This is an optimization exercise on Yosys and OpenROAD, whose aim is small area and a short achievable clock period, not a production implementation.
In this exercise RTL edits were held to simulation tests only and were not proved equivalent to the original.
Power is estimated from default activity; no workload was simulated.

== v6 ==
==> flow/design.v <==
module addr_add
  (
   input  logic [31:0] a, b,
   output logic [31:0] s
   );
   assign s = a + b;
endmodule
module rf_readbit
  (
   input  logic [31:1] d,
   input  logic [31:1] s,
   output logic        y
   );
   logic [15:0] n;
   logic [3:0]  m;
   always_comb begin
      n[0] = ~(d[1] & s[1]);
      for (integer k = 1; k < 16; k = k + 1) n[k] = ~((d[2*k] & s[2*k]) | (d[2*k+1] & s[2*k+1]));
      for (integer j = 0; j < 4; j = j + 1) m[j] = ~&n[4*j +: 4];
   end
   assign y = |m;
endmodule
module rf_read
  (
   input  logic [1023:32] q,
   input  logic [31:1]    sel,
   output logic [31:0]    rd
   );
   for (genvar b = 0; b < 32; b = b + 1) begin : g_bit
      logic [31:1] d;
      for (genvar i = 1; i < 32; i = i + 1) begin : g_d
         assign d[i] = q[32*i + b];
      end
      rf_readbit rb (.d(d), .s(sel), .y(rd[b]));
   end
endmodule
module core
  (
   input clk, rst,
   output [31:0] imem_addr,
   input [31:0] imem_rdata,
   output [31:0] dmem_addr,
   output [31:0] dmem_wdata,
   output dmem_we,
   input [31:0] dmem_rdata,
   output logic [31:0] io_o,
   output [31:0] test
   );
   logic [31:0] pc;
   logic [31:0] instr;
   assign instr = imem_rdata;
   assign imem_addr = pc;
   logic [6:0] op;
   logic [2:0] f3;
   logic [4:0] ra1, ra2, wa;
   assign op = instr[6:0];
   assign f3 = instr[14:12];
   assign ra1 = instr[19:15];
   assign ra2 = instr[24:20];
   assign wa  = instr[11:7];
   logic is_load, is_store, is_r, is_i, is_br, is_jal, is_jalr, is_lui, is_auipc;
   assign is_load  = op == 7'b0000011;
   assign is_store = op == 7'b0100011;
   assign is_r     = op == 7'b0110011;
   assign is_i     = op == 7'b0010011;
   assign is_br    = op == 7'b1100011;
   assign is_jal   = op == 7'b1101111;
   assign is_jalr  = op == 7'b1100111;
   assign is_lui   = op == 7'b0110111;
   assign is_auipc = op == 7'b0010111;
   logic [31:0] immI, immS, immB, immJ, immU, immA, immP;
   assign immI = {{20{instr[31]}}, instr[31:20]};
   assign immS = {{20{instr[31]}}, instr[31:25], instr[11:7]};
   assign immB = {{20{instr[31]}}, instr[7], instr[30:25], instr[11:8], 1'b0};
   assign immJ = {{12{instr[31]}}, instr[19:12], instr[20], instr[30:21], 1'b0};
   assign immU = {instr[31:12], 12'b0};
   assign immA = is_store ? immS : immI;
   assign immP = is_jal ? immJ : (is_br ? immB : immU);
   logic [31:0] regs [1:31];
   logic [31:0] r14;
   logic [31:0] valid;
   logic        we;
   logic [31:0] wd;
   always_ff @(posedge clk) begin
      if (we) begin
         for (integer i = 1; i < 32; i = i + 1)
           if (i != 14 && wa == i[4:0]) regs[i] <= wd;
      end
   end
   always_ff @(posedge clk, posedge rst) begin
      if (rst) r14 <= 32'b0;
      else if (we && wa == 5'd14) r14 <= wd;
   end
   always_ff @(posedge clk, posedge rst) begin
      if (rst) valid <= 32'b0;
      else if (we) begin
         for (integer i = 1; i < 32; i = i + 1)
           if (i != 14 && wa == i[4:0]) valid[i] <= 1'b1;
      end
   end
   assign test = r14;
   logic [1023:0] q;
   logic [31:0]   qvalid;
   always_comb begin
      q = '0;
      qvalid = valid;
      qvalid[0] = 1'b0;
      qvalid[14] = 1'b1;
      for (integer i = 1; i < 32; i = i + 1)
        q[32*i +: 32] = (i == 14) ? r14 : regs[i];
   end
   logic [31:0] rd1, rd2;
   logic [31:1] sel1, sel2;
   always_comb begin
      for (integer i = 1; i < 32; i = i + 1) begin
         sel1[i] = ra1 == i[4:0] && qvalid[i];
         sel2[i] = ra2 == i[4:0] && qvalid[i];
      end
   end
   rf_read rp1 (.q(q[1023:32]), .sel(sel1), .rd(rd1));
   rf_read rp2 (.q(q[1023:32]), .sel(sel2), .rd(rd2));
   logic sub;
   assign sub = is_br | ((is_r | is_i) & ((f3 == 3'b000 & is_r & instr[30]) | f3 == 3'b010 | f3 == 3'b011));
   logic [31:0] opb, sum, addr;
   logic [32:0] t;
   assign opb = (is_r | is_br) ? rd2 : immI;
   assign t   = {1'b0, rd1} + {1'b0, opb ^ {32{sub}}} + {32'b0, sub};
   assign sum = t[31:0];
   logic lt, ltu, eq;
   assign ltu = ~t[32];
   assign lt  = (rd1[31] ^ opb[31]) ? rd1[31] : t[31];
   assign eq  = ~|t[31:0];
   addr_add aa(.a(rd1), .b(immA), .s(addr));
   logic [31:0] shx, shr, sh;
   logic        left, fill;
   assign left = ~f3[2];
   assign fill = instr[30] & ~left & rd1[31];
   always_comb for (integer i = 0; i < 32; i = i + 1) shx[i] = left ? rd1[31-i] : rd1[i];
   assign shr = $signed({fill, shx}) >>> opb[4:0];
   always_comb for (integer i = 0; i < 32; i = i + 1) sh[i] = left ? shr[31-i] : shr[i];
   logic [31:0] wdata;
   assign wdata = (f3 == 3'b000) ? {24'b0, rd2[7:0]} :
                  (f3 == 3'b001) ? {16'b0, rd2[15:0]} : rd2;
   assign dmem_addr  = addr;
   assign dmem_wdata = wdata;
   assign dmem_we    = is_store & addr[31];
   always_ff @(posedge clk or posedge rst) begin
      if (rst) io_o <= 32'b0;
      else if (is_store & ~addr[31]) io_o <= wdata;
   end
   logic [31:0] pc4, pct;
   assign pc4 = pc + 32'd4;
   assign pct = pc + immP;
   logic taken;
   always_comb begin
      case (f3)
        3'b000: taken = eq;
        3'b001: taken = ~eq;
        3'b100: taken = lt;
        3'b101: taken = ~lt;
        3'b110: taken = ltu;
        3'b111: taken = ~ltu;
        default: taken = 1'b1;
      endcase
   end
   always_ff @(posedge clk or posedge rst) begin
      if (rst) pc <= 32'b0;
      else if (is_jalr) pc <= {addr[31:1], 1'b0};
      else if (is_jal | (is_br & taken)) pc <= pct;
      else pc <= pc4;
   end
   logic [31:0] alu_res, ld;
   always_comb begin
      case (f3)
        3'b000: alu_res = sum;
        3'b001: alu_res = sh;
        3'b010: alu_res = {31'b0, lt};
        3'b011: alu_res = {31'b0, ltu};
        3'b100: alu_res = rd1 ^ opb;
        3'b101: alu_res = sh;
        3'b110: alu_res = rd1 | opb;
        default: alu_res = rd1 & opb;
      endcase
   end
   always_comb begin
      if (~addr[31]) ld = io_o;
      else case (f3)
        3'b000: ld = {{24{dmem_rdata[7]}}, dmem_rdata[7:0]};
        3'b001: ld = {{16{dmem_rdata[15]}}, dmem_rdata[15:0]};
        3'b100: ld = {24'b0, dmem_rdata[7:0]};
        3'b101: ld = {16'b0, dmem_rdata[15:0]};
        default: ld = dmem_rdata;
      endcase
   end
   assign we = is_load | is_r | is_i | is_jal | is_jalr | is_lui | is_auipc;
   assign wd = is_load ? ld :
               (is_jal | is_jalr) ? pc4 :
               is_lui ? immU :
               is_auipc ? pct : alu_res;
endmodule
Settings: LEC_CHECK=0, CAP_MARGIN=20, CORE_MARGIN=2, CORE_UTILIZATION=40, CTS_CLUSTER_DIAMETER=100, CTS_CLUSTER_SIZE=20, SETUP_SLACK_MARGIN=5, SLEW_MARGIN=20, SYNTH_HIERARCHICAL=1, TNS_END_PERCENT=10; clock period 16.0 ns.
standard.sh (not shown) runs the stock make flow with config.mk's settings and CLKGATE_MAP_FILE= SYNTH_SCRIPT=/design/flow/synth_recipe.tcl, a recipe that flattens the netlist after the stock synthesis.
==> flow/flow/run.sh <==
#!/bin/bash
# The standard layout, with buf_2 cells (instead of the default clkdlybuf4s50_1) as the
# buffers that buffer_ports puts on every input and output port. ORFS's own logs are in
# orfs/logs; make's output is in flow_make.log.
set -euo pipefail
bash standard.sh "BUFFER_PORTS_ARGS=-buffer_cell sky130_fd_sc_hd__buf_2" finish > flow_make.log 2>&1
v6 finished every stage and its layout cleared the timing, DRC and antenna checks.
### v6 -> v7
-- flow/design.v --
<<< v6, line 1
module addr_add
  (
   input  logic [31:0] a, b,
   output logic [31:0] s
   );
   assign s = a + b;
endmodule
>>> v7, line 1
module addr_add
  (
   input  logic [127:0] ay,     
   input  logic [31:0]  b,
   output logic [31:0]  s
   );
   logic [31:0] a;
   always_comb for (integer i = 0; i < 32; i = i + 1) a[i] = |ay[4*i +: 4];
   assign s = a + b;
endmodule
<<< v6, line 10
   input  logic [31:1] d,
   input  logic [31:1] s,
   output logic        y
   );
   logic [15:0] n;
   logic [3:0]  m;
   always_comb begin
      n[0] = ~(d[1] & s[1]);
      for (integer k = 1; k < 16; k = k + 1) n[k] = ~((d[2*k] & s[2*k]) | (d[2*k+1] & s[2*k+1]));
      for (integer j = 0; j < 4; j = j + 1) m[j] = ~&n[4*j +: 4];
   end
   assign y = |m;
endmodule
module rf_read
>>> v7, line 13
   input  logic [31:1] d,
   input  logic [31:1] s,
   output logic [3:0]  y        
   );
   logic [15:0] n;
   always_comb begin
      n[0] = ~(d[1] & s[1]);
      for (integer k = 1; k < 16; k = k + 1) n[k] = ~((d[2*k] & s[2*k]) | (d[2*k+1] & s[2*k+1]));
      for (integer j = 0; j < 4; j = j + 1) y[j] = ~&n[4*j +: 4];
   end
endmodule
module rf_read
<<< v6, line 25
   input  logic [1023:32] q,
   input  logic [31:1]    sel,
   output logic [31:0]    rd
   );
   for (genvar b = 0; b < 32; b = b + 1) begin : g_bit
>>> v7, line 26
   input  logic [1023:32] q,
   input  logic [31:1]    sel,
   output logic [127:0]   ry      
   );
   for (genvar b = 0; b < 32; b = b + 1) begin : g_bit
<<< v6, line 32
         assign d[i] = q[32*i + b];
      end
      rf_readbit rb (.d(d), .s(sel), .y(rd[b]));
   end
endmodule
>>> v7, line 33
         assign d[i] = q[32*i + b];
      end
      rf_readbit rb (.d(d), .s(sel), .y(ry[4*b +: 4]));
   end
endmodule
<<< v6, line 118
      end
   end
   rf_read rp1 (.q(q[1023:32]), .sel(sel1), .rd(rd1));
   rf_read rp2 (.q(q[1023:32]), .sel(sel2), .rd(rd2));
   logic sub;
   assign sub = is_br | ((is_r | is_i) & ((f3 == 3'b000 & is_r & instr[30]) | f3 == 3'b010 | f3 == 3'b011));
>>> v7, line 119
      end
   end
   logic [127:0] ry1, ry2;
   rf_read rp1 (.q(q[1023:32]), .sel(sel1), .ry(ry1));
   rf_read rp2 (.q(q[1023:32]), .sel(sel2), .ry(ry2));
   always_comb begin
      for (integer b = 0; b < 32; b = b + 1) begin
         rd1[b] = |ry1[4*b +: 4];
         rd2[b] = |ry2[4*b +: 4];
      end
   end
   logic sub;
   assign sub = is_br | ((is_r | is_i) & ((f3 == 3'b000 & is_r & instr[30]) | f3 == 3'b010 | f3 == 3'b011));
<<< v6, line 131
   assign lt  = (rd1[31] ^ opb[31]) ? rd1[31] : t[31];
   assign eq  = ~|t[31:0];
   addr_add aa(.a(rd1), .b(immA), .s(addr));
   logic [31:0] shx, shr, sh;
   logic        left, fill;
>>> v7, line 139
   assign lt  = (rd1[31] ^ opb[31]) ? rd1[31] : t[31];
   assign eq  = ~|t[31:0];
   addr_add aa(.ay(ry1), .b(immA), .s(addr));
   logic [31:0] shx, shr, sh;
   logic        left, fill;
==> summary.txt <==
- Between v7 and v6, initial antenna violation count is higher for v6, v7 comes in under that.
- From v6 to v7 the numbers moved as follows: utilization after layout went down 0.39 points, minimum period implied by the final worst setup slack went up 0.058 ns, simple logic cell fraction of the synthesized area held.
- In the flow results for v7 and v6, the number of antenna cells inserted is smaller on v7.
- Re reported net switching power: v7 and v6 aren't equal, and the lower value belongs to v7.

## afterwards: timing with drivers on the ports
How much do the figures lean on ideal ports? The routed layouts below were timed once more, with nothing changed but the port constraints. Step 1 (the two cells are an assumption about what drives the block):
set clk [get_ports {clk}]
set_driving_cell -lib_cell sky130_fd_sc_hd__clkbuf_16 $clk
set_driving_cell -lib_cell sky130_fd_sc_hd__buf_2 [delete_from_list [all_inputs] $clk]
Step 2 also shifts input and output timing later by t, the mid clock arrival at the registers, as if the neighbouring blocks saw the same clock. a / b / c = no drivers / after step 1 / after step 2; a / b = the first two.
run | t, ns | slack for setup (ns) | hold slack, ns | latest minus earliest clock arrival (ns)
v6 | 0.783 | 4.874 / 4.796 / 4.370 | 0.497 / 0.497 / 0.497 | 0.061 / 0.061
v7 | 0.783 | 4.816 / 4.865 / 4.082 | 0.490 / 0.490 / 0.490 | 0.037 / 0.038
After both steps setup and hold are still met in every run listed. For v7, which loses most, drivers alone change the setup slack by +0.049 ns; drivers and shift together by -0.734 ns.
